What follows belongs to an exercise in optimizing a design on an open flow for small area; a production flow would make more cautious choices.
Function was checked by simulation only, so behaviour that the tests miss may differ from the original.
No driver is modelled on the clock port, so clocking that relies on it looks cheaper here than on a real chip.
Power figures rest on the tool's default switching activity, not on a simulated workload.

<file path="flow/standard.sh">
#!/bin/bash
# synth_recipe.tcl (not shown) runs the flow's synth.tcl, then flattens the netlist and writes it again
# the make line also repeats each setting of config.mk as NAME=value (left out here)
make -C /OpenROAD-flow-scripts/flow DESIGN_CONFIG=/design/flow/config.mk WORK_HOME=/design/flow/orfs CLKGATE_MAP_FILE= SYNTH_SCRIPT=/design/flow/synth_recipe.tcl "${@:-finish}"
</file>
<file path="flow/flow/cts_pre.tcl">
# Hand-built two-level clock tree (ORFS PRE_CTS hook): a root clkbuf_8 fed by
# the clock port drives leaf buffers, each placed at the centre of a cluster
# of flip-flops (k-means on their positions). Each leaf is the smallest of
# clkbuf_4/8/16 that keeps its flip-flops' estimated clock pin slew at most
# 88 ps; the number of leaves (4 to 16) is the one with the smallest total
# buffer area. CTS then skips the clock net (CTS_ARGS -clk_nets i_Clk), and
# the flow goes on as usual (detailed placement, timing repair).
source [file join [file dirname [info script]] manual_cts_lib.tcl]
best_clock_tree i_Clk 4 16 0.088 {sky130_fd_sc_hd__clkbuf_4 sky130_fd_sc_hd__clkbuf_8 sky130_fd_sc_hd__clkbuf_16} sky130_fd_sc_hd__clkbuf_8
</file>
<file path="flow/flow/manual_cts_lib.tcl">
# Build a two-level clock tree by hand: root buffer at the sinks' centre,
# driving NLEAF leaf buffers, each at the centre of a cluster of flip-flops.
proc manual_clock_tree { clk_port_net nleaf leaf_master root_master } {
  set block [ord::get_db_block]
  set db [ord::get_db]
  set clk [$block findNet $clk_port_net]
  # sinks in name order, so that the result does not depend on net order
  set named {}
  foreach it [$clk getITerms] {
    lappend named [list [[$it getInst] getName] $it]
  }
  set sinks {}
  foreach p [lsort -index 0 $named] {
    lappend sinks [lindex $p 1]
  }
  # positions
  set pts {}
  foreach it $sinks {
    set b [[$it getInst] getBBox]
    lappend pts [list [expr {([$b xMin]+[$b xMax])/2}] [expr {([$b yMin]+[$b yMax])/2}]]
  }
  set n [llength $sinks]
  # k-means init: sort by x then y slices
  set cents {}
  set order [lsort -real -index 0 [lmap p $pts i [lrange [lsearch -all $pts *] 0 end] {list [lindex $p 0] $i}]]
  for {set k 0} {$k < $nleaf} {incr k} {
    set i [lindex [lindex $order [expr {int(($k + 0.5) * $n / $nleaf)}]] 1]
    lappend cents [lindex $pts $i]
  }
  for {set iter 0} {$iter < 30} {incr iter} {
    set asg {}
    foreach p $pts {
      set best 0; set bd 1e30
      for {set k 0} {$k < $nleaf} {incr k} {
        set c [lindex $cents $k]
        set d [expr {abs([lindex $p 0]-[lindex $c 0]) + abs([lindex $p 1]-[lindex $c 1])}]
        if {$d < $bd} {set bd $d; set best $k}
      }
      lappend asg $best
    }
    set nc {}
    for {set k 0} {$k < $nleaf} {incr k} {
      set sx 0; set sy 0; set cnt 0
      foreach p $pts a $asg { if {$a == $k} { set sx [expr {$sx+[lindex $p 0]}]; set sy [expr {$sy+[lindex $p 1]}]; incr cnt } }
      if {$cnt > 0} { lappend nc [list [expr {$sx/$cnt}] [expr {$sy/$cnt}]] } else { lappend nc [lindex $cents $k] }
    }
    set cents $nc
  }
  set lm [$db findMaster $leaf_master]
  set rm [$db findMaster $root_master]
  set rnet [odb::dbNet_create $block clk_root]
  $rnet setSigType CLOCK
  set rx 0; set ry 0
  for {set k 0} {$k < $nleaf} {incr k} {
    set c [lindex $cents $k]
    set rx [expr {$rx + [lindex $c 0]}]; set ry [expr {$ry + [lindex $c 1]}]
    set inst [odb::dbInst_create $block $lm clkleaf_$k]
    set net [odb::dbNet_create $block clk_leaf_$k]
    $net setSigType CLOCK
    [$inst findITerm A] connect $rnet
    [$inst findITerm X] connect $net
    $inst setLocation [expr {int([lindex $c 0])}] [expr {int([lindex $c 1])}]
    $inst setPlacementStatus PLACED
    foreach it $sinks a $asg {
      if {$a == $k} { $it disconnect; $it connect $net }
    }
  }
  set root [odb::dbInst_create $block $rm clkroot]
  [$root findITerm A] connect $clk
  [$root findITerm X] connect $rnet
  $root setLocation [expr {int($rx/$nleaf)}] [expr {int($ry/$nleaf)}]
  $root setPlacementStatus PLACED
}

# Undo manual_clock_tree: sinks back on the clock net, tree cells removed.
proc remove_manual_clock_tree { clk_port_net nleaf } {
  set block [ord::get_db_block]
  set clk [$block findNet $clk_port_net]
  for {set k 0} {$k < $nleaf} {incr k} {
    set net [$block findNet clk_leaf_$k]
    foreach it [$net getITerms] {
      if {[[$it getInst] getName] ne "clkleaf_$k"} { $it disconnect; $it connect $clk }
    }
    odb::dbInst_destroy [$block findInst clkleaf_$k]
    odb::dbNet_destroy $net
  }
  odb::dbInst_destroy [$block findInst clkroot]
  odb::dbNet_destroy [$block findNet clk_root]
}

# Largest slew (ns) at a flip-flop clock pin, from placement parasitics.
proc max_clock_pin_slew { } {
  estimate_parasitics -placement
  set mx 0
  foreach pin [get_pins -hierarchical */CLK] {
    set s [get_property $pin slew_max]
    if {$s > $mx} { set mx $s }
  }
  return $mx
}

# Largest clock pin slew (ns) among the sinks of leaf k.
proc leaf_slew { k } {
  set block [ord::get_db_block]
  set mx 0
  foreach it [[$block findNet clk_leaf_$k] getITerms] {
    if {[[$it getInst] getName] eq "clkleaf_$k"} continue
    set pin [get_pins [[$it getInst] getName]/[[$it getMTerm] getName]]
    set s [get_property $pin slew_max]
    if {$s > $mx} { set mx $s }
  }
  return $mx
}

# Smallest tree (from nmin leaves up) whose estimated clock pin slew is at
# most limit_ns; a leaf over the limit is first given the bigger buffer big.
proc build_clock_tree { clk_port_net nmin nmax limit_ns leaf big root } {
  set db [ord::get_db]
  set block [ord::get_db_block]
  for {set n $nmin} {$n <= $nmax} {incr n} {
    manual_clock_tree $clk_port_net $n $leaf $root
    set_propagated_clock [all_clocks]
    estimate_parasitics -placement
    for {set k 0} {$k < $n} {incr k} {
      if {[leaf_slew $k] > $limit_ns} {
        [$block findInst clkleaf_$k] swapMaster [$db findMaster $big]
      }
    }
    set s [max_clock_pin_slew]
    puts "manual clock tree: $n leaves, estimated clock pin slew $s ns"
    if {$s <= $limit_ns || $n == $nmax} { return $n }
    remove_manual_clock_tree $clk_port_net $n
  }
}

# Tree area (um^2) of the root and leaf buffers.
proc clock_tree_area { n } {
  set block [ord::get_db_block]
  set a 0
  foreach name [concat clkroot [lmap k [lrange [lsearch -all [lrepeat $n x] x] 0 end] {string cat clkleaf_ $k}]] {
    set m [[$block findInst $name] getMaster]
    set a [expr {$a + [$m getWidth] * [$m getHeight] / 1e6}]
  }
  return $a
}

# Build the tree with n leaves; a leaf whose sinks see a slew over limit_ns
# is moved up the list of buffers sizes. Returns the tree area, or -1 when
# some leaf stays over the limit.
proc sized_clock_tree { clk_port_net n limit_ns sizes root } {
  set db [ord::get_db]
  set block [ord::get_db_block]
  manual_clock_tree $clk_port_net $n [lindex $sizes 0] $root
  set_propagated_clock [all_clocks]
  for {set step 1} {$step < [llength $sizes]} {incr step} {
    estimate_parasitics -placement
    set changed 0
    for {set k 0} {$k < $n} {incr k} {
      if {[leaf_slew $k] > $limit_ns} {
        set inst [$block findInst clkleaf_$k]
        set cur [lsearch -exact $sizes [[$inst getMaster] getName]]
        if {$cur < [llength $sizes] - 1} {
          $inst swapMaster [$db findMaster [lindex $sizes [expr {$cur + 1}]]]
          set changed 1
        }
      }
    }
    if {!$changed} break
  }
  if {[max_clock_pin_slew] > $limit_ns} { return -1 }
  return [clock_tree_area $n]
}

# The smallest-area tree over nmin..nmax leaves.
proc best_clock_tree { clk_port_net nmin nmax limit_ns sizes root } {
  set best_n -1
  set best_a 0
  for {set n $nmin} {$n <= $nmax} {incr n} {
    set a [sized_clock_tree $clk_port_net $n $limit_ns $sizes $root]
    puts "manual clock tree: $n leaves, area $a"
    remove_manual_clock_tree $clk_port_net $n
    if {$a > 0 && ($best_n < 0 || $a < $best_a)} { set best_n $n; set best_a $a }
  }
  if {$best_n < 0} { set best_n $nmax }
  set a [sized_clock_tree $clk_port_net $best_n $limit_ns $sizes $root]
  puts "manual clock tree: using $best_n leaves, area $a, estimated clock pin slew [max_clock_pin_slew] ns"
  return $best_n
}
</file>
<file path="flow/constraint.sdc">
create_clock -name core_clock -period 20.0 [get_ports {i_Clk}]
set_input_delay 4.0000 -clock core_clock [delete_from_list [all_inputs] [get_ports {i_Clk}]]
set_output_delay 4.0000 -clock core_clock [all_outputs]
set_load 0.01 [all_outputs]
</file>
<file path="flow/flow/abc.script">
strash
&get -n
&deepsyn -T 120
&dch -f
&nf -p -R 1000 -C 32 -F 8 -A 8
&put
strash
&get -n
&deepsyn -T 120
&dch -f
&nf -p -R 1000 -C 32 -F 8 -A 8
&put
topo
</file>
<file path="flow/flow/synth.tcl">
# synth_recipe.tcl with one change: the abc call maps with abc.script, run once
# per seed in $MY_ABC_SEEDS (the seed of ABC's &deepsyn), keeping the mapping
# with the smallest cell area.
proc synth {args} { yosys synth -nofsm -noshare {*}$args }
proc abc {args} {
  set i [lsearch -exact $args -script]
  set base [file join $::env(MY_FLOW_DIR) abc.script]
  set best_area ""
  set best_seed ""
  yosys design -save pre_abc
  foreach seed $::env(MY_ABC_SEEDS) {
    yosys design -load pre_abc
    set f [open $base r]; set txt [read $f]; close $f
    set script [file join $::env(OBJECTS_DIR) abc_seed$seed.script]
    set f [open $script w]; puts -nonewline $f [string map [list "&deepsyn " "&deepsyn -S $seed "] $txt]; close $f
    set a [lreplace $args [expr {$i + 1}] [expr {$i + 1}] $script]
    yosys abc {*}$a
    set st [tee -q -s result.string stat {*}$::lib_args]
    regexp {Chip area for module[^:]*:\s*([0-9.]+)} $st -> area
    puts "abc seed $seed: area $area"
    if { $best_area eq "" || $area < $best_area } {
      set best_area $area
      set best_seed $seed
      yosys design -save best_abc
    }
  }
  puts "abc: keeping seed $best_seed (area $best_area)"
  yosys design -load best_abc
}
source $::env(SCRIPTS_DIR)/synth.tcl
# left out here: clear keep_hierarchy, flatten, clean up, hide names made inside functions, write 1_2_yosys.v
</file>
<file path="flow/design.v">
localparam [12:0]
    START_WALLS_1 = 13'b0110100001111,
    START_WALLS_2 = 13'b0110000001111,
    START_WALLS_3 = 13'b0111000001111;
module Key(i_Clk, i_Rst, i_Push, o_Push, o_fOut);
    input i_Clk, i_Rst;
    input [3:0] i_Push;
    output [3:0] o_Push;
    output o_fOut;
    reg [5:0] c_ClkCnt;
    reg [3:0] c_Pushed;
    wire fLowZero = ~|c_ClkCnt[4:0];
    wire fChanged = |(i_Push ^ c_Pushed);
    wire fLstClk  = c_ClkCnt[5] & fLowZero;
    assign o_Push = ~(i_Push | c_Pushed),
           o_fOut = fLstClk && fChanged && |o_Push;
    always@(posedge i_Clk, negedge i_Rst)
        if(!i_Rst) begin
            c_ClkCnt <= 0;
            c_Pushed <= 0;
        end else begin
            c_ClkCnt <= fChanged ? {c_ClkCnt[4:0], c_ClkCnt[5] ^ c_ClkCnt[4] ^ fLowZero} : 6'd0;
            if (fChanged && fLstClk) c_Pushed <= ~i_Push;
        end
endmodule
module Timer(
    input i_Clk,
    input i_Rst,
    input i_Enable,
    output reg [3:0] o_Sec0, o_Sec1, o_Sec2
);
    localparam [15:0] LST_CLK = 16'h9487;
    reg [15:0] c_ClkCnt;
    wire fLstClk  = c_ClkCnt == LST_CLK;
    wire fLstSec0 = o_Sec0 == 9,
         fLstSec1 = o_Sec1 == 9,
         fLstSec2 = o_Sec2 == 9;
    wire fIncSec1 = fLstClk && fLstSec0,
         fIncSec2 = fIncSec1 && fLstSec1;
    wire fFeedback = ~(c_ClkCnt[15] ^ c_ClkCnt[14] ^ c_ClkCnt[12] ^ c_ClkCnt[3]);
    always@ (posedge i_Clk, negedge i_Rst)
        if (!i_Rst) begin
            o_Sec0   <= 0;
            o_Sec1   <= 0;
            o_Sec2   <= 0;
        end else if (!i_Enable) begin
            o_Sec0   <= 0;
            o_Sec1   <= 0;
            o_Sec2   <= 0;
        end else begin
            if (fLstClk)  o_Sec0 <= fLstSec0 ? 4'd0 : o_Sec0 + 4'd1;
            if (fIncSec1) o_Sec1 <= fLstSec1 ? 4'd0 : o_Sec1 + 4'd1;
            if (fIncSec2) o_Sec2 <= fLstSec2 ? 4'd0 : o_Sec2 + 4'd1;
        end
    always@ (posedge i_Clk)
        c_ClkCnt <= (!i_Enable | fLstClk) ? 16'd0 : {c_ClkCnt[14:0], fFeedback};
endmodule
module FND(i_Data, o_FND);
input	[3:0] i_Data;
output	reg	[6:0] o_FND;	 
always@*
	case(i_Data)
		4'h0	: o_FND = 7'b1000000;
		4'h1	: o_FND = 7'b1111001;
		4'h2	: o_FND = 7'b0100100;
		4'h3	: o_FND = 7'b0110000;
		4'h4	: o_FND = 7'b0011001;
		4'h5	: o_FND = 7'b0010010;
		4'h6	: o_FND = 7'b0000010;
		4'h7	: o_FND = 7'b1011000;
		4'h8	: o_FND = 7'b0000000;
		4'h9	: o_FND = 7'b0011000;
		default	: o_FND = 7'h7f;
	endcase
endmodule
module ClkDiv(
	input Clk,
	input Rst,
	output Clk25m);
	reg r_Clk;
	assign Clk25m = r_Clk;
always@(posedge Clk, negedge Rst)
begin
	if (!Rst)
		r_Clk <= 0;
	else
		r_Clk <= ~r_Clk;
end
endmodule
module Draw (
    input i_Clk, i_Rst,
    input [1:0] i_Level,
    output reg [5:0] o_BlockPos_X,
    output reg [4:0] o_BlockPos_Y,
    output o_Clk, o_blank, o_hsync, o_vsync, o_fDrawDone);
    reg [9:0] r_PixelPos_X, r_PixelPos_Y;
    reg [5:0] r_BorderCnt_X, r_BorderCnt_Y;
    wire halfClk;
    ClkDiv clk25m(i_Clk, i_Rst, halfClk);
    wire [5:0] BlockLast = i_Level == 2'd2 ? 6'b011011 :
                          (i_Level == 2'd3 ? 6'b001111 :
                          (i_Level == 2'd0 ? 6'b010100 : 6'b110000));
    function [5:0] Step;
        input [5:0] s;
        Step = {s[4:0], s[5] ^ s[4] ^ ~|s[4:0]};
    endfunction
    wire hBlank    = r_PixelPos_X >= 640,
         vBlank    = r_PixelPos_Y >= 480,
         hDrawDone = r_PixelPos_X == 639,
         vDrawDone = r_PixelPos_Y == 479,
         fBorder_X = r_BorderCnt_X == BlockLast,
         fBorder_Y = r_BorderCnt_Y == BlockLast;
    assign o_Clk       = halfClk,
           o_hsync     = r_PixelPos_X < 656 || r_PixelPos_X >= 752,
           o_vsync     = r_PixelPos_Y < 490 || r_PixelPos_Y >= 492,
           o_blank     = ~(hBlank || vBlank),
           o_fDrawDone = hDrawDone & vDrawDone;
    always@(posedge i_Clk, negedge i_Rst)
        if (!i_Rst) begin
            r_PixelPos_X  <= 0;
            r_PixelPos_Y  <= 0;
            r_BorderCnt_X <= 0;
            r_BorderCnt_Y <= 0;
            o_BlockPos_X  <= 0;
            o_BlockPos_Y  <= 0;
        end else if (!halfClk) begin
            r_PixelPos_X  <= r_PixelPos_X < 800 ? r_PixelPos_X + 10'd1 : 10'd0;
            if (r_PixelPos_X == 799)
                r_PixelPos_Y <= r_PixelPos_Y == 524 ? 10'd0 : r_PixelPos_Y + 10'd1;
            r_BorderCnt_X <= hBlank | fBorder_X ? 6'd0 : Step(r_BorderCnt_X);
            if (hDrawDone)
                r_BorderCnt_Y <= fBorder_Y | vBlank ? 6'd0 : Step(r_BorderCnt_Y);
            o_BlockPos_X  <= hBlank ? 6'd0 : (fBorder_X ? o_BlockPos_X + 6'd1 : o_BlockPos_X);
            o_BlockPos_Y  <= vBlank ? 5'd0 : (hDrawDone & fBorder_Y ? o_BlockPos_Y + 5'd1 : o_BlockPos_Y);
        end
endmodule
module MazeRom(input [1:0] i_Level, input [4:0] i_Y, input [5:0] i_X, output o_Wall);
  wire n0, n1, n2, n3, n4, n5, n6, n7, n8, n9, n10, n11, n12, n13, n14, n15, n16, n17, n18, n19, n20, n21, n22, n23, n24, n25, n26, n27, n28, n29, n30, n31, n32, n33, n34, n35, n36, n37, n38, n39, n40, n41, n42, n43, n44, n45, n46, n47, n48, n49, n50, n51, n52, n53, n54, n55, n56, n57, n58, n59, n60, n61, n62, n63, n64, n65, n66, n67, n68, n69, n70, n71, n72, n73, n74, n75, n76, n77, n78, n79, n80, n81, n82, n83, n84, n85, n86, n87, n88, n89, n90, n91, n92, n93, n94, n95, n96, n97, n98, n99, n100, n101, n102, n103, n104, n105, n106, n107, n108, n109, n110, n111, n112, n113, n114, n115, n116, n117, n118, n119, n120, n121, n122, n123, n124, n125, n126, n127, n128, n129, n130, n131, n132, n133, n134, n135, n136, n137, n138, n139, n140, n141, n142, n143, n144, n145, n146, n147, n148, n149, n150, n151, n152, n153, n154, n155, n156, n157, n158, n159, n160, n161, n162, n163, n164, n165, n166, n167, n168, n169, n170, n171, n172, n173, n174, n175, n176, n177, n178, n179, n180, n181, n182, n183, n184, n185, n186, n187, n188, n189, n190, n191, n192, n193, n194, n195, n196, n197, n198, n199, n200, n201, n202, n203, n204, n205, n206, n207, n208, n209, n210, n211, n212, n213, n214, n215, n216, n217, n218, n219, n220, n221, n222, n223, n224, n225, n226, n227, n228, n229, n230, n231, n232, n233, n234, n235, n236, n237, n238, n239, n240, n241, n242, n243, n244, n245, n246, n247, n248, n249, n250, n251, n252, n253, n254, n255, n256, n257, n258, n259, n260, n261, n262, n263, n264, n265, n266, n267, n268, n269, n270, n271, n272, n273, n274, n275, n276, n277, n278, n279, n280, n281, n282, n283, n284, n285, n286, n287, n288, n289, n290, n291, n292, n293, n294, n295, n296, n297, n298, n299, n300, n301, n302, n303, n304, n305, n306, n307, n308, n309, n310, n311, n312, n313, n314, n315, n316, n317, n318, n319, n320, n321, n322, n323, n324, n325, n326, n327, n328, n329, n330, n331, n332, n333, n334, n335, n336, n337, n338, n339, n340, n341, n342, n343, n344, n345, n346, n347, n348, n349, n350, n351, n352, n353;
  assign n0 = i_Y[1] ? 1'b0 : 1'b1;
  assign n1 = i_X[1] ? 1'b1 : n0;
  assign n2 = i_X[2] ? 1'b1 : n1;
  assign n3 = i_X[2] ? n1 : n0;
  assign n4 = i_X[3] ? n3 : n2;
  assign n5 = i_X[4] ? n4 : 1'b1;
  assign n6 = i_X[5] ? n0 : n5;
  assign n7 = i_X[1] ? n0 : 1'b1;
  assign n8 = i_X[2] ? n7 : 1'b1;
  assign n9 = i_X[3] ? n8 : 1'b1;
  assign n10 = i_Level[1] ? n9 : n6;
  assign n11 = i_X[2] ? n0 : n7;
  assign n12 = i_X[2] ? 1'b1 : n7;
  assign n13 = i_X[3] ? n12 : n11;
  assign n14 = i_X[3] ? 1'b1 : n12;
  assign n15 = i_X[4] ? n14 : n13;
  assign n16 = i_X[5] ? 1'b1 : n15;
  assign n17 = i_X[3] ? 1'b1 : n3;
  assign n18 = i_Level[1] ? n17 : n16;
  assign n19 = i_X[0] ? n18 : n10;
  assign n20 = i_X[3] ? n8 : n7;
  assign n21 = i_X[4] ? n20 : 1'b1;
  assign n22 = i_X[2] ? n0 : n1;
  assign n23 = i_X[3] ? 1'b1 : n22;
  assign n24 = i_X[4] ? 1'b1 : n23;
  assign n25 = i_X[0] ? n24 : n21;
  assign n26 = i_Level[0] ? n25 : n19;
  assign n27 = i_Y[1] ? 1'b1 : 1'b0;
  assign n28 = i_X[1] ? n27 : n0;
  assign n29 = i_X[2] ? n28 : n7;
  assign n30 = i_X[3] ? n29 : 1'b1;
  assign n31 = i_X[1] ? n0 : n27;
  assign n32 = i_X[2] ? n7 : n31;
  assign n33 = i_X[1] ? n27 : 1'b0;
  assign n34 = i_X[1] ? n27 : 1'b1;
  assign n35 = i_X[2] ? n34 : n33;
  assign n36 = i_X[3] ? n35 : n32;
  assign n37 = i_X[4] ? n36 : n30;
  assign n38 = i_X[2] ? 1'b1 : n27;
  assign n39 = i_X[5] ? n38 : n37;
  assign n40 = i_X[3] ? 1'b0 : n7;
  assign n41 = i_Level[1] ? n40 : n39;
  assign n42 = i_X[2] ? n1 : n31;
  assign n43 = i_X[3] ? 1'b1 : n42;
  assign n44 = i_X[4] ? 1'b1 : n43;
  assign n45 = i_X[5] ? 1'b1 : n44;
  assign n46 = i_X[1] ? n0 : 1'b0;
  assign n47 = i_X[2] ? 1'b0 : n46;
  assign n48 = i_X[1] ? 1'b0 : n27;
  assign n49 = i_X[1] ? 1'b1 : n27;
  assign n50 = i_X[2] ? n49 : n48;
  assign n51 = i_X[3] ? n50 : n47;
  assign n52 = i_Level[1] ? n51 : n45;
  assign n53 = i_X[0] ? n52 : n41;
  assign n54 = i_X[1] ? 1'b0 : 1'b1;
  assign n55 = i_X[2] ? n54 : 1'b1;
  assign n56 = i_X[3] ? n55 : 1'b1;
  assign n57 = i_X[2] ? n7 : n48;
  assign n58 = i_X[2] ? n27 : n31;
  assign n59 = i_X[3] ? n58 : n57;
  assign n60 = i_X[4] ? n59 : n56;
  assign n61 = i_X[2] ? n46 : n49;
  assign n62 = i_X[2] ? n1 : 1'b0;
  assign n63 = i_X[3] ? n62 : n61;
  assign n64 = i_X[4] ? 1'b1 : n63;
  assign n65 = i_X[0] ? n64 : n60;
  assign n66 = i_Level[0] ? n65 : n53;
  assign n67 = i_Y[3] ? n66 : n26;
  assign n68 = i_X[2] ? n1 : n7;
  assign n69 = i_X[2] ? n54 : n7;
  assign n70 = i_X[3] ? n69 : n68;
  assign n71 = i_X[1] ? 1'b1 : 1'b0;
  assign n72 = i_X[2] ? 1'b0 : n71;
  assign n73 = i_X[1] ? 1'b0 : n0;
  assign n74 = i_X[3] ? n73 : n72;
  assign n75 = i_X[4] ? n74 : n70;
  assign n76 = i_X[2] ? n73 : n1;
  assign n77 = i_X[5] ? n76 : n75;
  assign n78 = i_X[2] ? n46 : 1'b1;
  assign n79 = i_X[2] ? n48 : n7;
  assign n80 = i_X[3] ? n79 : n78;
  assign n81 = i_X[4] ? n80 : 1'b1;
  assign n82 = i_Level[1] ? n81 : n77;
  assign n83 = i_X[2] ? n0 : 1'b0;
  assign n84 = i_X[2] ? n1 : n46;
  assign n85 = i_X[3] ? n84 : n83;
  assign n86 = i_X[2] ? n0 : 1'b1;
  assign n87 = i_X[2] ? n1 : 1'b1;
  assign n88 = i_X[3] ? n87 : n86;
  assign n89 = i_X[4] ? n88 : n85;
  assign n90 = i_X[5] ? n87 : n89;
  assign n91 = i_X[2] ? n49 : n46;
  assign n92 = i_X[2] ? n48 : n31;
  assign n93 = i_X[3] ? n92 : n91;
  assign n94 = i_X[3] ? 1'b1 : n2;
  assign n95 = i_X[4] ? n94 : n93;
  assign n96 = i_Level[1] ? n95 : n90;
  assign n97 = i_X[0] ? n96 : n82;
  assign n98 = i_X[2] ? n28 : n34;
  assign n99 = i_X[2] ? 1'b0 : n73;
  assign n100 = i_X[3] ? n99 : n98;
  assign n101 = i_X[4] ? 1'b0 : n100;
  assign n102 = i_X[5] ? 1'b0 : n101;
  assign n103 = i_X[2] ? n73 : n33;
  assign n104 = i_X[3] ? n103 : 1'b0;
  assign n105 = i_X[2] ? n28 : n33;
  assign n106 = i_X[2] ? n48 : n28;
  assign n107 = i_X[3] ? n106 : n105;
  assign n108 = i_X[4] ? n107 : n104;
  assign n109 = i_X[2] ? n71 : n54;
  assign n110 = i_X[5] ? n109 : n108;
  assign n111 = i_X[0] ? n110 : n102;
  assign n112 = i_Y[3] ? n111 : n97;
  assign n113 = i_Y[4] ? n112 : n67;
  assign n114 = i_X[2] ? n54 : n1;
  assign n115 = i_X[3] ? n114 : 1'b1;
  assign n116 = i_X[3] ? 1'b1 : n28;
  assign n117 = i_X[4] ? n116 : n115;
  assign n118 = i_X[2] ? n28 : n48;
  assign n119 = i_X[5] ? n118 : n117;
  assign n120 = i_X[2] ? n46 : n54;
  assign n121 = i_X[3] ? n120 : 1'b1;
  assign n122 = i_Level[1] ? n121 : n119;
  assign n123 = i_X[2] ? 1'b1 : n49;
  assign n124 = i_X[2] ? n27 : n34;
  assign n125 = i_X[3] ? n124 : n123;
  assign n126 = i_X[3] ? 1'b1 : n38;
  assign n127 = i_X[4] ? n126 : n125;
  assign n128 = i_X[5] ? 1'b1 : n127;
  assign n129 = i_X[2] ? 1'b1 : n46;
  assign n130 = i_X[3] ? n129 : n28;
  assign n131 = i_Level[1] ? n130 : n128;
  assign n132 = i_X[0] ? n131 : n122;
  assign n133 = i_X[2] ? n73 : 1'b1;
  assign n134 = i_X[3] ? n133 : 1'b1;
  assign n135 = i_X[2] ? n7 : n49;
  assign n136 = i_X[2] ? n31 : n34;
  assign n137 = i_X[3] ? n136 : n135;
  assign n138 = i_X[4] ? n137 : n134;
  assign n139 = i_X[2] ? n31 : n46;
  assign n140 = i_X[3] ? n38 : n139;
  assign n141 = i_X[4] ? 1'b1 : n140;
  assign n142 = i_X[0] ? n141 : n138;
  assign n143 = i_Level[0] ? n142 : n132;
  assign n144 = i_X[2] ? n34 : 1'b1;
  assign n145 = i_X[3] ? n144 : 1'b1;
  assign n146 = i_X[2] ? n7 : n1;
  assign n147 = i_X[3] ? n146 : n31;
  assign n148 = i_X[4] ? n147 : n145;
  assign n149 = i_X[2] ? n34 : n1;
  assign n150 = i_X[5] ? n149 : n148;
  assign n151 = i_X[2] ? n46 : n48;
  assign n152 = i_X[3] ? n118 : n151;
  assign n153 = i_X[4] ? n152 : 1'b1;
  assign n154 = i_Level[1] ? n153 : n150;
  assign n155 = i_X[2] ? n48 : n71;
  assign n156 = i_X[3] ? n123 : n155;
  assign n157 = i_X[4] ? 1'b1 : n156;
  assign n158 = i_X[5] ? 1'b1 : n157;
  assign n159 = i_X[2] ? n7 : n71;
  assign n160 = i_X[2] ? n31 : n49;
  assign n161 = i_X[3] ? n160 : n159;
  assign n162 = i_X[4] ? 1'b1 : n161;
  assign n163 = i_Level[1] ? n162 : n158;
  assign n164 = i_X[0] ? n163 : n154;
  assign n165 = i_Y[3] ? n164 : n143;
  assign n166 = i_X[2] ? 1'b0 : n34;
  assign n167 = i_X[3] ? n166 : n79;
  assign n168 = i_X[4] ? 1'b0 : n167;
  assign n169 = i_X[5] ? 1'b0 : n168;
  assign n170 = i_X[2] ? n31 : n7;
  assign n171 = i_X[2] ? n31 : n54;
  assign n172 = i_X[3] ? n171 : n170;
  assign n173 = i_X[2] ? 1'b0 : n0;
  assign n174 = i_X[2] ? 1'b0 : n48;
  assign n175 = i_X[3] ? n174 : n173;
  assign n176 = i_X[4] ? n175 : n172;
  assign n177 = i_Level[1] ? n176 : n169;
  assign n178 = i_X[2] ? n28 : n71;
  assign n179 = i_X[3] ? 1'b0 : n178;
  assign n180 = i_X[4] ? n179 : 1'b0;
  assign n181 = i_X[5] ? n95 : n180;
  assign n182 = i_X[2] ? n31 : 1'b0;
  assign n183 = i_X[3] ? n91 : n182;
  assign n184 = i_X[4] ? n183 : 1'b0;
  assign n185 = i_Level[1] ? n184 : n181;
  assign n186 = i_X[0] ? n185 : n177;
  assign n187 = i_X[4] ? 1'b0 : n99;
  assign n188 = i_X[5] ? 1'b0 : n187;
  assign n189 = i_X[3] ? n99 : 1'b0;
  assign n190 = i_X[4] ? n189 : 1'b0;
  assign n191 = i_X[5] ? n38 : n190;
  assign n192 = i_X[0] ? n191 : n188;
  assign n193 = i_Y[3] ? n192 : n186;
  assign n194 = i_Y[4] ? n193 : n165;
  assign n195 = i_Y[2] ? n194 : n113;
  assign n196 = i_X[2] ? n27 : n48;
  assign n197 = i_X[3] ? n196 : n171;
  assign n198 = i_X[2] ? 1'b0 : n33;
  assign n199 = i_X[3] ? 1'b0 : n198;
  assign n200 = i_X[4] ? n199 : n197;
  assign n201 = i_X[5] ? 1'b0 : n200;
  assign n202 = i_X[3] ? n174 : n79;
  assign n203 = i_Level[1] ? n202 : n201;
  assign n204 = i_X[2] ? n33 : n73;
  assign n205 = i_X[2] ? n71 : n31;
  assign n206 = i_X[3] ? n205 : n204;
  assign n207 = i_X[4] ? n206 : 1'b0;
  assign n208 = i_X[2] ? n49 : n27;
  assign n209 = i_X[5] ? n208 : n207;
  assign n210 = i_X[2] ? n71 : 1'b0;
  assign n211 = i_X[3] ? n210 : 1'b0;
  assign n212 = i_Level[1] ? n211 : n209;
  assign n213 = i_X[0] ? n212 : n203;
  assign n214 = i_X[2] ? n71 : n34;
  assign n215 = i_X[2] ? n48 : 1'b0;
  assign n216 = i_X[3] ? n215 : n214;
  assign n217 = i_X[4] ? 1'b0 : n216;
  assign n218 = i_X[2] ? n33 : n31;
  assign n219 = i_X[2] ? n71 : n33;
  assign n220 = i_X[3] ? n219 : n218;
  assign n221 = i_X[4] ? n220 : 1'b0;
  assign n222 = i_X[0] ? n221 : n217;
  assign n223 = i_Level[0] ? n222 : n213;
  assign n224 = i_X[3] ? n198 : n54;
  assign n225 = i_X[4] ? 1'b0 : n224;
  assign n226 = i_X[5] ? 1'b0 : n225;
  assign n227 = i_X[3] ? n34 : 1'b1;
  assign n228 = i_Level[1] ? n227 : n226;
  assign n229 = i_X[3] ? n139 : 1'b0;
  assign n230 = i_X[2] ? n46 : n73;
  assign n231 = i_X[3] ? n230 : n171;
  assign n232 = i_X[4] ? n231 : n229;
  assign n233 = i_X[5] ? n210 : n232;
  assign n234 = i_X[3] ? 1'b1 : n208;
  assign n235 = i_Level[1] ? n234 : n233;
  assign n236 = i_X[0] ? n235 : n228;
  assign n237 = i_X[2] ? n1 : n54;
  assign n238 = i_X[2] ? n27 : n1;
  assign n239 = i_X[3] ? n238 : n237;
  assign n240 = i_X[4] ? 1'b0 : n239;
  assign n241 = i_X[3] ? n83 : 1'b0;
  assign n242 = i_X[2] ? n73 : n27;
  assign n243 = i_X[3] ? n214 : n242;
  assign n244 = i_X[4] ? n243 : n241;
  assign n245 = i_X[0] ? n244 : n240;
  assign n246 = i_Level[0] ? n245 : n236;
  assign n247 = i_Y[3] ? n246 : n223;
  assign n248 = i_X[2] ? n27 : n49;
  assign n249 = i_X[3] ? n248 : 1'b1;
  assign n250 = i_X[3] ? n196 : n210;
  assign n251 = i_X[4] ? n250 : n249;
  assign n252 = i_X[2] ? n33 : 1'b0;
  assign n253 = i_X[5] ? n252 : n251;
  assign n254 = i_X[2] ? n27 : 1'b1;
  assign n255 = i_X[2] ? n34 : n28;
  assign n256 = i_X[3] ? n255 : n254;
  assign n257 = i_X[2] ? n48 : n34;
  assign n258 = i_X[3] ? n252 : n257;
  assign n259 = i_X[4] ? n258 : n256;
  assign n260 = i_Level[1] ? n259 : n253;
  assign n261 = i_X[2] ? n48 : n33;
  assign n262 = i_X[2] ? n1 : n27;
  assign n263 = i_X[3] ? n262 : n261;
  assign n264 = i_X[2] ? 1'b1 : n34;
  assign n265 = i_X[2] ? n34 : n49;
  assign n266 = i_X[3] ? n265 : n264;
  assign n267 = i_X[4] ? n266 : n263;
  assign n268 = i_X[5] ? n38 : n267;
  assign n269 = i_X[3] ? n198 : 1'b0;
  assign n270 = i_X[2] ? n34 : n71;
  assign n271 = i_X[3] ? n49 : n270;
  assign n272 = i_X[4] ? n271 : n269;
  assign n273 = i_Level[1] ? n272 : n268;
  assign n274 = i_X[0] ? n273 : n260;
  assign n275 = i_X[2] ? n49 : 1'b1;
  assign n276 = i_X[3] ? n275 : 1'b1;
  assign n277 = i_X[2] ? n31 : n0;
  assign n278 = i_X[3] ? n277 : n136;
  assign n279 = i_X[4] ? n278 : n276;
  assign n280 = i_X[5] ? n36 : n279;
  assign n281 = i_X[2] ? n27 : n33;
  assign n282 = i_X[3] ? n2 : n281;
  assign n283 = i_X[4] ? 1'b1 : n282;
  assign n284 = i_X[5] ? 1'b1 : n283;
  assign n285 = i_X[0] ? n284 : n280;
  assign n286 = i_Y[3] ? n285 : n274;
  assign n287 = i_Y[4] ? n286 : n247;
  assign n288 = i_X[2] ? 1'b0 : n54;
  assign n289 = i_X[3] ? 1'b0 : n288;
  assign n290 = i_X[4] ? 1'b0 : n289;
  assign n291 = i_X[5] ? 1'b0 : n290;
  assign n292 = i_X[2] ? n28 : n54;
  assign n293 = i_X[2] ? n33 : 1'b1;
  assign n294 = i_X[3] ? n293 : n292;
  assign n295 = i_Level[1] ? n294 : n291;
  assign n296 = i_X[2] ? 1'b1 : n73;
  assign n297 = i_X[3] ? n296 : 1'b0;
  assign n298 = i_X[2] ? n54 : n0;
  assign n299 = i_X[3] ? n215 : n298;
  assign n300 = i_X[4] ? n299 : n297;
  assign n301 = i_X[2] ? n71 : 1'b1;
  assign n302 = i_X[5] ? n301 : n300;
  assign n303 = i_X[3] ? n275 : 1'b0;
  assign n304 = i_Level[1] ? n303 : n302;
  assign n305 = i_X[0] ? n304 : n295;
  assign n306 = i_X[3] ? n173 : n98;
  assign n307 = i_X[4] ? 1'b0 : n306;
  assign n308 = i_X[2] ? 1'b1 : 1'b0;
  assign n309 = i_X[3] ? n308 : 1'b0;
  assign n310 = i_X[2] ? n33 : n48;
  assign n311 = i_X[3] ? n91 : n310;
  assign n312 = i_X[4] ? n311 : n309;
  assign n313 = i_X[0] ? n312 : n307;
  assign n314 = i_Level[0] ? n313 : n305;
  assign n315 = i_X[3] ? n288 : n78;
  assign n316 = i_X[4] ? 1'b0 : n315;
  assign n317 = i_X[5] ? 1'b0 : n316;
  assign n318 = i_X[2] ? n33 : n54;
  assign n319 = i_X[2] ? n71 : n73;
  assign n320 = i_X[3] ? n319 : n318;
  assign n321 = i_X[3] ? 1'b0 : n174;
  assign n322 = i_X[4] ? n321 : n320;
  assign n323 = i_Level[1] ? n322 : n317;
  assign n324 = i_X[2] ? n7 : n46;
  assign n325 = i_X[3] ? n50 : n324;
  assign n326 = i_X[4] ? n325 : n211;
  assign n327 = i_X[5] ? n210 : n326;
  assign n328 = i_X[2] ? n49 : n7;
  assign n329 = i_X[3] ? n328 : n114;
  assign n330 = i_X[4] ? n329 : 1'b0;
  assign n331 = i_Level[1] ? n330 : n327;
  assign n332 = i_X[0] ? n331 : n323;
  assign n333 = i_Y[3] ? n332 : n314;
  assign n334 = i_X[2] ? n31 : 1'b1;
  assign n335 = i_X[3] ? n2 : n334;
  assign n336 = i_X[4] ? n335 : n9;
  assign n337 = i_X[5] ? n69 : n336;
  assign n338 = i_X[3] ? n254 : n144;
  assign n339 = i_X[4] ? n338 : 1'b1;
  assign n340 = i_Level[1] ? n339 : n337;
  assign n341 = i_X[2] ? 1'b1 : n71;
  assign n342 = i_X[3] ? n341 : n262;
  assign n343 = i_X[4] ? 1'b1 : n342;
  assign n344 = i_X[5] ? 1'b1 : n343;
  assign n345 = i_X[3] ? n49 : n248;
  assign n346 = i_X[3] ? n123 : n38;
  assign n347 = i_X[4] ? n346 : n345;
  assign n348 = i_Level[1] ? n347 : n344;
  assign n349 = i_X[0] ? n348 : n340;
  assign n350 = i_Y[3] ? 1'b1 : n349;
  assign n351 = i_Y[4] ? n350 : n333;
  assign n352 = i_Y[2] ? n351 : n287;
  assign n353 = i_Y[0] ? n352 : n195;
  assign o_Wall = n353;
endmodule
module Top(
    input i_Clk, i_Rst,
    input [3:0] i_Keyboard,
    output [6:0] o_FND0, o_FND1, o_FND2,
    output [7:0] o_Red, o_Green, o_Blue,
    output o_Clk, o_blank, o_hsync, o_vsync,
    output [1:0] o_LED0,
    output [3:0] o_LED1,
    output [3:0] o_LED2);
localparam [12:0]
    START_WALLS_1 = 13'b0110100001111,
    START_WALLS_2 = 13'b0110000001111,
    START_WALLS_3 = 13'b0111000001111;
    localparam
        IDLE     = 2'b00,
        RUNNING  = 2'b01,
        MOVE     = 2'b10,
        LV_CHECK = 2'b11;
    localparam
        LV_IDLE = 2'd1,
        LV_1    = 2'd2,
        LV_2    = 2'd3,
        LV_3    = 2'd0;
    localparam
        LEFT  = 2'b00,
        UP    = 2'b01,
        DOWN  = 2'b10,
        RIGHT = 2'b11;
    reg [1:0] c_State;
    reg [1:0] c_Level;           
    reg       c_Lag;             
    reg [5:0] c_PlayerPos_X;     
    reg [4:0] c_PlayerPos_Y;     
    reg [1:0] c_NextDirection;
    reg       c_NeedMove;
    reg wC, wL, wU, wD, wR, wLL, wUU, wDD, wRR, wUL, wUR, wDL, wDR;
    wire [3:0] Key_o_Direction;
    wire       Key_o_fOut;
    wire [3:0] Timer_o_Sec0, Timer_o_Sec1, Timer_o_Sec2;
    wire [5:0] BlockPos_X;
    wire [4:0] BlockPos_Y;
    wire       fDrawDone;
    wire       RomWall;
    wire       fRunning = c_State != IDLE;
    Key K0(i_Clk, i_Rst, i_Keyboard, Key_o_Direction, Key_o_fOut);
    Timer T0(i_Clk, i_Rst, fRunning, Timer_o_Sec0, Timer_o_Sec1, Timer_o_Sec2);
    Draw D0(i_Clk, i_Rst, c_Level, BlockPos_X, BlockPos_Y, o_Clk, o_blank, o_hsync, o_vsync, fDrawDone);
    MazeRom R0(c_Level, BlockPos_Y, BlockPos_X, RomWall);
    FND F0(Timer_o_Sec0, o_FND0);
    FND F1(Timer_o_Sec1, o_FND1);
    FND F2(Timer_o_Sec2, o_FND2);
    wire [5:0] dX = BlockPos_X - c_PlayerPos_X;
    wire [4:0] dY = BlockPos_Y - c_PlayerPos_Y;
    wire dXm2 = dX == 6'd62, dXm1 = dX == 6'd63, dX0 = dX == 6'd0, dXp1 = dX == 6'd1, dXp2 = dX == 6'd2;
    wire dYm2 = dY == 5'd30, dYm1 = dY == 5'd31, dY0 = dY == 5'd0, dYp1 = dY == 5'd1, dYp2 = dY == 5'd2;
    wire fPlayer = dX0 & dY0;
    wire fWall   = RomWall & ~c_Lag & (c_Level != LV_IDLE);
    wire fGoal   = (c_Level == LV_1 & BlockPos_X == 6'd14 & BlockPos_Y == 5'd10) |
                   (c_Level == LV_2 & BlockPos_X == 6'd30 & BlockPos_Y == 5'd22) |
                   (c_Level == LV_3 & BlockPos_X == 6'd38 & BlockPos_Y == 5'd28);
    assign o_Red   = {8{fPlayer | fWall}},
           o_Green = {8{fGoal | fWall}},
           o_Blue  = {8{fWall}};
    reg [3:0] LagFree;
    always @*
        case (c_Level)
            LV_2:    LagFree = ~START_WALLS_1[11:8];
            LV_3:    LagFree = ~START_WALLS_2[11:8];
            default: LagFree = 4'b1111;
        endcase
    wire [3:0] Free = c_Lag ? LagFree : ~{wL, wU, wD, wR};
    wire fLeft = Free[3], fUp = Free[2], fDown = Free[1], fRight = Free[0];
    wire fStart   = c_State == IDLE & Key_o_fOut,
         fMove    = c_State == MOVE,
         fLvCheck = c_State == LV_CHECK;
    wire fNeedMove = fRunning & |(Key_o_Direction & Free);
    wire fAtGoal = (c_Level == LV_1 & c_PlayerPos_X == 6'd14 & c_PlayerPos_Y == 5'd10) |
                   (c_Level == LV_2 & c_PlayerPos_X == 6'd30 & c_PlayerPos_Y == 5'd22) |
                   (c_Level == LV_3 & c_PlayerPos_X == 6'd38 & c_PlayerPos_Y == 5'd28);
    wire fLevelUP = fLvCheck & fAtGoal;
    wire fLoad = fStart | fLevelUP;
    reg [12:0] StartWalls;
    always @*
        case (c_Level)
            LV_IDLE: StartWalls = START_WALLS_1;
            LV_1:    StartWalls = START_WALLS_2;
            default: StartWalls = START_WALLS_3;
        endcase
    assign o_LED0 = c_State,
           o_LED1 = i_Keyboard,
           o_LED2 = Free;
    wire [1:0] NewDirection = Key_o_Direction[3] ? LEFT :
                             (Key_o_Direction[2] ? UP :
                             (Key_o_Direction[1] ? DOWN : RIGHT));
    always @(posedge i_Clk, negedge i_Rst)
        if (!i_Rst) begin
            c_State <= IDLE;
            c_Level <= LV_IDLE;
            c_PlayerPos_X   <= 0;
            c_PlayerPos_Y   <= 0;
            c_NeedMove      <= 0;
            c_NextDirection <= 0;
        end else begin
            if (fNeedMove) c_NextDirection <= NewDirection;
            if (fLoad) c_Level <= c_Level + 2'd1;
            c_NeedMove <= fNeedMove ? 1'b1 : (fMove ? 1'b0 : c_NeedMove);
            case (c_State)
                IDLE:     if (fStart) c_State <= RUNNING;
                RUNNING:  if (fDrawDone && c_NeedMove) c_State <= MOVE;
                MOVE:     c_State <= LV_CHECK;
                LV_CHECK: c_State <= RUNNING;
            endcase
            if (fLoad) begin
                c_PlayerPos_X <= 1;
                c_PlayerPos_Y <= 1;
            end else if (fMove)
                case (c_NextDirection)
                    LEFT:  c_PlayerPos_X <= c_PlayerPos_X - 6'd1;
                    RIGHT: c_PlayerPos_X <= c_PlayerPos_X + 6'd1;
                    UP:    c_PlayerPos_Y <= c_PlayerPos_Y - 5'd1;
                    DOWN:  c_PlayerPos_Y <= c_PlayerPos_Y + 5'd1;
                endcase
        end
    wire fScan = ~fLoad & ~fMove & o_blank;    
    wire fKeep = ~fLoad & ~fMove;
    reg [3:0] MovedN;
    always @*
        case (c_NextDirection)
            LEFT:  MovedN = {wLL, wUL, wDL, wC};
            RIGHT: MovedN = {wC, wUR, wDR, wRR};
            UP:    MovedN = {wUL, wUU, wC, wUR};
            DOWN:  MovedN = {wDL, wC, wDD, wDR};
        endcase
    wire [8:0] Hit = {dX0 & dY0, dXm2 & dY0, dX0 & dYm2, dX0 & dYp2, dXp2 & dY0,
                      dXm1 & dYm1, dXp1 & dYm1, dXm1 & dYp1, dXp1 & dYp1};
    wire [8:0] Far = {wC, wLL, wUU, wDD, wRR, wUL, wUR, wDL, wDR};
    wire [8:0] FarNext = ({9{fLoad}} & {StartWalls[12], StartWalls[7:0]}) |
                         ({9{fKeep}} & ~({9{fScan}} & Hit) & Far) |
                         ({9{fScan}} & Hit & {9{RomWall}});
    wire [3:0] NearNext = ({4{fLoad}} & StartWalls[11:8]) |
                          ({4{~fLoad & fMove}} & MovedN) |
                          ({4{fKeep}} & {wL, wU, wD, wR});
    always @(posedge i_Clk) begin
        c_Lag <= fLoad;
        {wC, wLL, wUU, wDD, wRR, wUL, wUR, wDL, wDR} <= FarNext;
        {wL, wU, wD, wR} <= NearNext;
    end
endmodule
</file>
<file path="flow/flow/run.sh">
#!/bin/bash
# Layout flow: the standard ORFS flow (standard.sh), changed only in how
# cells are chosen:
#  - synthesis is the standard flow's script (synth_recipe.tcl's steps, same registers),
#    except that ABC maps the logic with an area-oriented script (abc.script,
#    run with four &deepsyn seeds, keeping the smallest result)
#    and adders are left to ABC instead of full/half-adder cells;
#    pass-through wires get buf_1 instead of buf_4
#  - ports are buffered with buf_1
#  - clock tree: built by cts_pre.tcl (root clkbuf_8, leaf clkbuf_4/8/16 buffers)
# Every tool writes its full log under orfs/logs; make's output is in flow.log.
set -euo pipefail
F=$(cd "$(dirname "${BASH_SOURCE[0]}")" && pwd)
export MY_FLOW_DIR=$F
export MY_ABC_SEEDS="0 1 2 3"
bash standard.sh \
  SYNTH_SCRIPT=$F/synth.tcl \
  ADDER_MAP_FILE= \
  "MIN_BUF_CELL_AND_PORTS=sky130_fd_sc_hd__buf_1 A X" \
  "BUFFER_PORTS_ARGS=-buffer_cell sky130_fd_sc_hd__buf_1" \
  PRE_CTS_TCL=$F/cts_pre.tcl \
  "CTS_ARGS=-buf_list sky130_fd_sc_hd__clkbuf_8 -dont_use_dummy_load -clk_nets i_Clk" \
  finish > flow.log 2>&1
</file>
<file path="flow/config.mk">
export PLATFORM = sky130hd
export DESIGN_NAME = Top
export DESIGN_NICKNAME = Top
export VERILOG_FILES = /design/flow/design.v
export SDC_FILE = /design/flow/constraint.sdc
export NUM_CORES = 8
export LEC_CHECK = 0
export CAP_MARGIN = 20
export CORE_MARGIN = 2
export CORE_UTILIZATION = 40
export SLEW_MARGIN = 20
</file>
==> results of run 1 <==
area by class of cell:
type | count | area share [%]
Tap cell | 229 | 3.61
Multi-Input combinational cell | 772 | 54.7
Inverter | 24 | 1.13
Sequential cell | 114 | 34.0
Timing Repair Buffer | 79 | 4.49
Buffer | 16 | 2.06
stage by stage:
stage               total power [mW]  util [%]
global route                   0.420      44.5
finish                         0.399      44.5
floorplan                      0.270         -
CTS                            0.405      44.5
detailed placement             0.281      43.6
global placement               0.280      43.6
critical path, delay by kind of cell, from the launching register on:
kind            cells  cell delay, ps
buf+inv             3            1000
compound gates      8            1470
simple gates        6            1920
flops               1             330
cell usage after synthesis (all sizes together), types with 11 or more instances:
library cell	instances
o22ai	13
xor2	13
xnor2	21
dfrtp	83
and3	13
nor2b	26
nor3	36
nand4	14
nand3	36
a22o	11
buf	30
and2	22
clkinv	24
nand2b	21
a31oi	20
o211ai	15
a21oi	70
o21ai	77
nand2	108
nor2	127
dfxtp	30
logic make-up after synthesis:
logic type	after synthesis	synth area share, %
flip-flops	114	37.3
AND/OR/NAND/NOR	446	29.8
XOR/XNOR	34	4.11
buffers and inverters	54	2.80
multiplexers	6	0.881
AO/OA/AOI/OAI	286	25.1
layer usage:
layer	vias up	GRT usage (%)	wire length [microns]
li1	3593	-	-
met1	3494	32.0	9890
met2	383	35.4	9850
met3	89	3.42	1800
met4	0	8.27	857
met5	-	0	0
sequential cells by signal (all words and copies together) (netlist names), 2 cells and up:
signal and cells:
T0.c_ClkCnt 16, D0.r_PixelPos_X 10, D0.r_PixelPos_Y 10, D0.o_BlockPos_X 6
D0.r_BorderCnt_X 6, D0.r_BorderCnt_Y 6, K0.c_ClkCnt 6, c_PlayerPos_X 6
D0.o_BlockPos_Y 5, c_PlayerPos_Y 5, K0.c_Pushed 4, T0.o_Sec0 4
T0.o_Sec1 4, T0.o_Sec2 4, c_Level 2, c_NextDirection 2
c_State 2
power by group:
group	switching, mW	leakage [nW]	internal [mW]	total [mW]
combinational	0.0148	1.67	0.0117	0.0265
sequential	0.00895	1.33	0.240	0.249
clock	0.0719	0.0917	0.0517	0.124
worst max path at each step:
stage                       to  depth (start not counted)                           start
finish              o_Green[2]                         17  D0.o_BlockPos_X[1]$_DFFE_PN0P_
global route        o_Green[1]                         17  D0.o_BlockPos_X[1]$_DFFE_PN0P_
CTS                 o_Green[2]                         17  D0.o_BlockPos_X[1]$_DFFE_PN0P_
detailed placement  o_Green[2]                         17  D0.o_BlockPos_X[1]$_DFFE_PN0P_
global placement    o_Green[5]                         14  D0.o_BlockPos_X[1]$_DFFE_PN0P_
floorplan            o_LED1[0]                          1                   i_Keyboard[0]
==> results by group, run 1 <==
Setup path
  • Kind of launch point of the worst setup path: flop
  • Data required time at the worst endpoint: 16000 ps
  • Worst Path Class, Setup: reg -> out
  • Critical path's most frequent cell: sky130_fd_sc_hd__nand2_1
  • Endpoint type of the worst setup path: primary output
  • Cell at the slowest stage of the critical path: sky130_fd_sc_hd__or4_1
  • Register-to-register setup slack: 15610 ps
  • Arrival time of data at the critical path endpoint: 5160 ps
  • Critical Path Fanout Max: 24
  • Slowest cell delay on critical path: 540 ps
  • Worst R2R End: wDD$_DFF_P_
  • Worst R2R Start: D0.o_BlockPos_X[1]$_DFFE_PN0P_
  • Worst reg-to-reg path cell count: 12
  • Crit-path cells: buf_4, clkinv_1, nor2_1, nand2_1, o211ai_1, nand2_1, nand3_1, o21ai_0, o221ai_1, a221oi_1, or4_1, o311ai_0, a21o_1, a41oi_1, or3_1, o41ai_1, buf_1

Timing
  • Final worst-path setup slack: 10840 ps
  • Crit share post-route: 45.8%
  • Count of final setup violators: 0
  • Final setup skew: 27.6 ps
  • Highest clock rate: 109 MHz
  • Unrepaired setup endpoints after global routing: no
  • Clock period minus worst slack: 9160 ps
  • Final Max Slew Viols: 0
  • Worst slack on hold paths: 452 ps
  • Sum Neg Setup Slack: 0 ps
  • Worst max-slew margin expressed relative to the limit: 34.5%
  • Transition at the pin with the smallest max-transition slack: 975 ps
  • Final hold vios: 0

Final layout
  • Antenna diode count: 0
  • Net count of the finished layout: 1013
  • Share of final-layout standard cells stronger than drive strength 1: 3.28%
  • Final std cells w/o fill: 1234
  • Area growth, synth to finish: 9.58%
  • Commonest cells after routing, fill and taps aside: 127 x sky130_fd_sc_hd__nor2_1, 108 x sky130_fd_sc_hd__nand2_1, 83 x sky130_fd_sc_hd__dfrtp_1
  • Area of combinational cells with multiple inputs: 4340 sq um
  • Fillcell total: 1826
  • Post-route standard cell area excluding fillers: 7940 sq um
  • FF/Latch Area: 2700 sq um
  • Most common library cell in the layout ignoring fill and taps: sky130_fd_sc_hd__nor2_1

Routing
  • Final antenna-violating net count: 0
  • Routed len/inst: 18.2 microns
  • Average vias per placed instance: 6.13
  • Final WL: 22400 microns
  • Detailed Route Iter0 Violations: 939
  • Iteration count of the initial detailed-routing pass: 12
  • Total number of vias: 7559
  • DRC errors left: 0

Clocking
  • Cts repair resizes: 0
  • Clk slew on worst S/H paths: 80 ps
  • Post-CTS setup buffers: 0
  • Clock insertion delay at the later pin of the skew report: 430 ps
  • Number of hold buffers added after cts: 0

Run status
  • Outcome: timing/DRC/antenna clean

Yosys
  • Dominant cells by area after synthesis: sky130_fd_sc_hd__dfrtp_1 29%, sky130_fd_sc_hd__dfxtp_1 8.3%, sky130_fd_sc_hd__nor2_1 6.6%
  • Net count after synthesis: 946
  • Cell taking the most area after synthesis: sky130_fd_sc_hd__dfrtp_1
  • Mean instance size in the synthesized netlist: 7.71 sq um
  • Post-synthesis register bit count: 114
  • Mapped cell area: 7250 sq um
  • FFs w/ async S/R, synth: 73.7%
  • Count of mapped cells out of synthesis: 940
  • Portion of the post-synthesis area used by sequential elements: 37.3%
  • Post-synth cell types: 57
  • Dominant synthesized flop cell: sky130_fd_sc_hd__dfrtp_1
  • Number of flops mapped to enable cells by yosys: 0
  • Share of the synthesized area in the top cell type: 28.7%
  • Syn. warnings: 6

Job
  • Max cap viols: 0

Placed design
  • Half-perimeter wire length of the detailed placement result: 16000 microns
  • Number of instances in the placed design: 1218
  • Port Buffer Count: 64
  • Global placer's final weighted congestion: 1.04
  • Placed inst area: 7780 sq um
  • Worst setup slack after placement: 11480 ps

Global route
  • Aggregate global routing overflow: 0
  • Largest net degree at the start of global routing: 63
  • Wire length of the first global-routing pass: 37000 microns
  • All-Layer GR Usage: 22.7%
  • Number of global-route vias before repair: 7169
  • Number of antenna violations at the first check in global routing: 0

Die
  • I/O pin cnt: 65
  • # rows: 49
  • Die Area: 19200 sq um
  • Vertical extent of the die: 139 microns
  • Core footprint: 17800 sq um
  • Initial standard-cell utilization of the core: 40.6%
  • Floorplan die width: 139 microns

Hold path
  • Worst hold path type: reg -> reg
  • Min-Delay Startpoint: T0.c_ClkCnt[2]$_SDFF_PP0_
  • Min-Delay Path Depth: 1
  • End point of the most critical hold path: T0.c_ClkCnt[3]$_SDFF_PP0_

Power
  • Leak: 3.09 nW
  • Max rail drop VDD: 0.0000472 V
  • Power density relative to cell area: 50.3 nW/um^2
==> run 2: changes to the inputs <==
--- a/flow/flow/run.sh
+++ b/flow/flow/run.sh
@@ -3,7 +3,7 @@
 # cells are chosen:
 #  - synthesis is the standard flow's script (synth_recipe.tcl's steps, same registers),
 #    except that ABC maps the logic with an area-oriented script (abc.script,
-#    run with four &deepsyn seeds, keeping the smallest result)
+#    run with eight &deepsyn seeds, keeping the smallest result)
 #    and adders are left to ABC instead of full/half-adder cells;
 #    pass-through wires get buf_1 instead of buf_4
 #  - ports are buffered with buf_1
@@ -12,7 +12,7 @@
 set -euo pipefail
 F=$(cd "$(dirname "${BASH_SOURCE[0]}")" && pwd)
 export MY_FLOW_DIR=$F
-export MY_ABC_SEEDS="0 1 2 3"
+export MY_ABC_SEEDS="0 1 2 3 4 5 6 7"
 bash standard.sh \
   SYNTH_SCRIPT=$F/synth.tcl \
   ADDER_MAP_FILE= \
==> run 2 against run 1 <==
Net effect: via count increased by 0.25%; first-iteration DRC count increased by 17%; combinational power increased by 21%; clock power about the same; flip-flop and latch count unchanged; hold slack improved by 4.3 ps; power increased by 3.4%; largest power group unchanged; register-to-register slack got worse by 100 ps; utilization decreased by 0.34 points; die area decreased by 0.61%; final area decreased by 0.77%.
==> results by group, run 2 <==
Final layout
  • Net count of the finished layout: 994 (-1.9%)
  • Top flop regs: T0.c_ClkCnt x16, D0.r_PixelPos_X x10, D0.r_PixelPos_Y x10
  • Share of final-layout standard cells stronger than drive strength 1: 2.43% (-0.85 points)
  • Commonest cells after routing, fill and taps aside: 141 x sky130_fd_sc_hd__nor2_1, 99 x sky130_fd_sc_hd__nand2_1, 83 x sky130_fd_sc_hd__dfrtp_1
  • Most flop-heavy register: T0.c_ClkCnt
  • Antenna diode count: 0 (unchanged)
  • Number of flip-flops under the largest register name: 16 (unchanged)
  • Area growth, synth to finish: 9.42%
  • Most common library cell in the layout ignoring fill and taps: sky130_fd_sc_hd__nor2_1

Setup path
  • Critical path's most frequent cell: sky130_fd_sc_hd__nor2_1
  • Crit-path cells: buf_4, clkinv_1, nor2_1, nor2_1, o21a_1, o22ai_1, a31oi_1, a211oi_1, nand3_1, a211oi_1, o22ai_1, a32oi_1, nor2_1, a41oi_1, or3_1, nand2_1, buf_1
  • Buffer and inverter count on the worst path: 3 (unchanged)
  • Cell at the slowest stage of the critical path: sky130_fd_sc_hd__a41oi_1
  • Endpoint type of the worst setup path: primary output
  • Slowest cell delay on critical path: 670 ps (+130 ps)
  • Kind of cell adding the most delay to the critical path: compound AO/OA/AOI/OAI gates
  • Critical Path Fanout Max: 34 (+42%)
  • Arrival time of data at the critical path endpoint: 5260 ps (+100 ps)
  • Worst Path Class, Setup: reg -> out
  • Data required time at the worst endpoint: 16000 ps (about the same)
  • Kind of launch point of the worst setup path: flop

Routing
  • Detailed Route Iter0 Violations: 1102 (+17%)
  • Routed len/inst: 18.6 microns (+2.3%)
  • Met1 wire length: 9870 microns (-0.15%)
  • Routed wl met3: 1950 microns (+8.3%)
  • Total number of vias: 7578 (+0.25%)
  • Total length of routed met2 wires: 10000 microns (+2.0%)
  • Final antenna-violating net count: 0 (unchanged)
  • Final WL: 22600 microns (+0.75%)
  • Iteration count of the initial detailed-routing pass: 8 (-4)
  • Highest metal layer with signal wires: met4
  • Average vias per placed instance: 6.24 (+1.8%)
  • DRC errors left: 0 (unchanged)

Timing
  • Count of final setup violators: 0 (unchanged)
  • Final Max Slew Viols: 0 (unchanged)
  • Clock period minus worst slack: 9260 ps (+98.9 ps)
  • Transition at the pin with the smallest max-transition slack: 862 ps (-113 ps)
  • Final setup skew: 12.0 ps (-15.6 ps)
  • Worst slack on hold paths: 456 ps (+4.34 ps)
  • Final hold vios: 0 (unchanged)
  • Highest clock rate: 108 MHz (-1.1%)
  • Worst max-slew margin expressed relative to the limit: 41.8% (+7.2 points)
  • Sum Neg Setup Slack: 0 ps (unchanged)
  • Crit share post-route: 46.3% (+0.49 points)
  • Unrepaired setup endpoints after global routing: no

Yosys
  • Share of the synthesized area in the top cell type: 28.8% (+0.18 points)
  • Dominant synthesized flop cell: sky130_fd_sc_hd__dfrtp_1
  • Portion of the post-synthesis area used by sequential elements: 37.5% (+0.23 points)
  • Net count after synthesis: 936 (-1.1%)
  • Dominant cell by count in the synthesized netlist: sky130_fd_sc_hd__nor2_1
  • Syn. warnings: 6 (unchanged)
  • Post-synth cell types: 62 (+8.8%)
  • Cell taking the most area after synthesis: sky130_fd_sc_hd__dfrtp_1
  • Commonest cells in the netlist: 141 x sky130_fd_sc_hd__nor2_1, 99 x sky130_fd_sc_hd__nand2_1, 83 x sky130_fd_sc_hd__dfrtp_1, 66 x sky130_fd_sc_hd__a21oi_1, 65 x sky130_fd_sc_hd__o21ai_0
  • Dominant cells by area after synthesis: sky130_fd_sc_hd__dfrtp_1 29%, sky130_fd_sc_hd__dfxtp_1 8.3%, sky130_fd_sc_hd__nor2_1 7.3%
  • Post-synthesis register bit count: 114 (unchanged)
  • Number of flops mapped to enable cells by yosys: 0 (unchanged)
  • FFs w/ async S/R, synth: 73.7% (unchanged)
  • Mean instance size in the synthesized netlist: 7.74 sq um (+0.45%)
  • Count of mapped cells out of synthesis: 930 (-1.1%)
  • Mapped cell area: 7200 sq um (-0.62%)

Placed design
  • Port Buffer Count: 64 (unchanged)
  • Half-perimeter wire length of the detailed placement result: 16000 microns (about the same)
  • Global placer's final weighted congestion: 1.05 (+1.0%)

Die
  • Die Area: 19100 sq um (-0.61%)
  • Initial standard-cell utilization of the core: 40.4% (-0.25 points)
  • I/O pin cnt: 65 (unchanged)
  • Floorplan die width: 138 microns (-0.30%)
  • Core footprint: 17800 sq um (unchanged)
  • # rows: 49 (unchanged)
  • Vertical extent of the die: 138 microns (-0.30%)

Clocking
  • Cts repair resizes: 0 (unchanged)
  • Clock insertion delay at the later pin of the skew report: 400 ps (-30 ps)
  • Post-CTS setup buffers: 0 (unchanged)
  • Number of hold buffers added after cts: 0 (unchanged)
  • Clk slew on worst S/H paths: 70 ps (about the same)

Power
  • Leak: 3.01 nW (-2.5%)
  • Max rail drop VDD: 0.0000526 V (+12%)
  • Power density relative to cell area: 52.4 nW/um^2 (+4.2%)

Global route
  • Number of antenna violations at the first check in global routing: 0 (unchanged)
  • Number of global-route vias before repair: 6696 (-6.6%)
  • Largest net degree at the start of global routing: 70 (+11%)
  • Wire length of the first global-routing pass: 36100 microns (-2.4%)
  • All-Layer GR Usage: 22.3% (-0.35 points)
  • Aggregate global routing overflow: 0 (unchanged)

Job
  • Max cap viols: 0 (unchanged)

Run status
  • Outcome: timing/DRC/antenna clean

Hold path
  • Worst hold path type: reg -> reg
[run 2: cell types whose count changed in the layout (fill, tap and decap cells not counted), moves of 6 or more]
cell and delta:
sky130_fd_sc_hd__o21ai_0 -12, sky130_fd_sc_hd__clkinv_1 -8, sky130_fd_sc_hd__nand2_1 -9, sky130_fd_sc_hd__nand3_1 -13
sky130_fd_sc_hd__clkbuf_4 -8, sky130_fd_sc_hd__o32ai_1 +6, sky130_fd_sc_hd__o221ai_1 -6, sky130_fd_sc_hd__o211ai_1 -9
sky130_fd_sc_hd__nor2_1 +14, sky130_fd_sc_hd__nor3_1 +27
[run 2: worst paths after layout]
kind	startpoint	end	slack, ps	cells past startpoint
setup / recovery	D0.o_BlockPos_Y[1]$_DFFE_PN0P_	o_Red[2]	10740	17
setup reg to reg	D0.o_BlockPos_Y[1]$_DFFE_PN0P_	wDR$_DFF_P_	15510	15
min in group asynchronous	i_Rst	K0.c_ClkCnt[3]$_DFF_PN0_	3470	1
hold reg to reg	T0.c_ClkCnt[1]$_SDFF_PP0_	T0.c_ClkCnt[2]$_SDFF_PP0_	460	1
max in group asynchronous	i_Rst	D0.r_PixelPos_Y[0]$_DFFE_PN0P_	15390	2
hold / removal	T0.c_ClkCnt[1]$_SDFF_PP0_	T0.c_ClkCnt[2]$_SDFF_PP0_	460	1
[run 2: stage by stage]
step	setup WS (ps)	instances	util, %	power, mW	area [sq um]
floorplan	11880	930	-	0.279	7200
global placement	11310	1206	43.3	0.290	7720
detailed placement	11260	1206	43.3	0.291	7720
CTS	10820	1215	44.2	0.419	7880
global route	10310	1215	44.2	0.435	7880
finish	10740	1215	44.2	0.413	7880
[run 2: where the power goes]
part | total (mW) | switching (mW) | internal (mW)
Combinational | 0.0320 | 0.0173 | 0.0147
Sequential | 0.254 | 0.0127 | 0.242
Clock | 0.126 | 0.0709 | 0.0556
[run 2: cell type report]
| cell class | count | area (sq um) |
|---|---|---|
| Buffer | 9 | 163 |
| Fill cell | 1857 | 9960 |
| Inverter | 16 | 60.1 |
| Multi-Input combinational cell | 770 | 4330 |
| Sequential cell | 114 | 2700 |
| Tap cell | 229 | 287 |
| Timing Repair Buffer | 77 | 342 |
[run 2: routing by layer]
layer / vias up / GRT usage (%)
met2: 407 / 34.7
met5: - / 0
met3: 84 / 2.81
met1: 3549 / 32.8
li1: 3538 / -
met4: 0 / 6.23
[run 2: logic make-up after synthesis]
kind of cell | count (synthesis) | share of synthesized area [%]
and+or+nand+nor | 468 | 31.4
AOI/OAI and AO/OA | 261 | 23.5
DFF | 114 | 37.5
buffers and inverters | 46 | 2.40
xor gates and xnor gates | 36 | 4.38
muxes | 4 | 0.591
adders and majority gates | 1 | 0.139
[run 2: worst reg2reg max path, delay by kind of cell (launching register included)]
kind	cells	cell delay (ps)
AO/OA/AOI/OAI	9	2230
AND/OR/NAND/NOR	4	1110
buffers and inverters	2	670
flip-flops	1	320

==> port drivers added, routing unchanged <==
How much do the figures lean on ideal ports? The routed layouts below were timed once more, with nothing changed but the port constraints. Step 1, drivers: a clkbuf_16 drives i_Clk and a buf_2 each remaining input, both assumed. Step 2 times the ports against the registers' clock, not the clock port: input delays grow and output delays shrink by t, the midpoint of the rising clock arrivals with the driver on. a / b / c = ideal / step 1 / step 2; a / b = the first two.
| run | shift t [ns] | setup WS [ns] | hold slack, ns | worst slew at a driven data input, ns | pins driven straight from the clock port |
|---|---|---|---|---|---|
| run 1 | 0.444 | 10.841 / 10.809 / 11.253 | 0.452 / 0.452 / 0.452 | 0.03 | 1 |
| run 2 | 0.433 | 10.742 / 10.707 / 11.140 | 0.456 / 0.456 / 0.456 | 0.03 | 1 |
After both steps setup and hold are still met in every run listed.
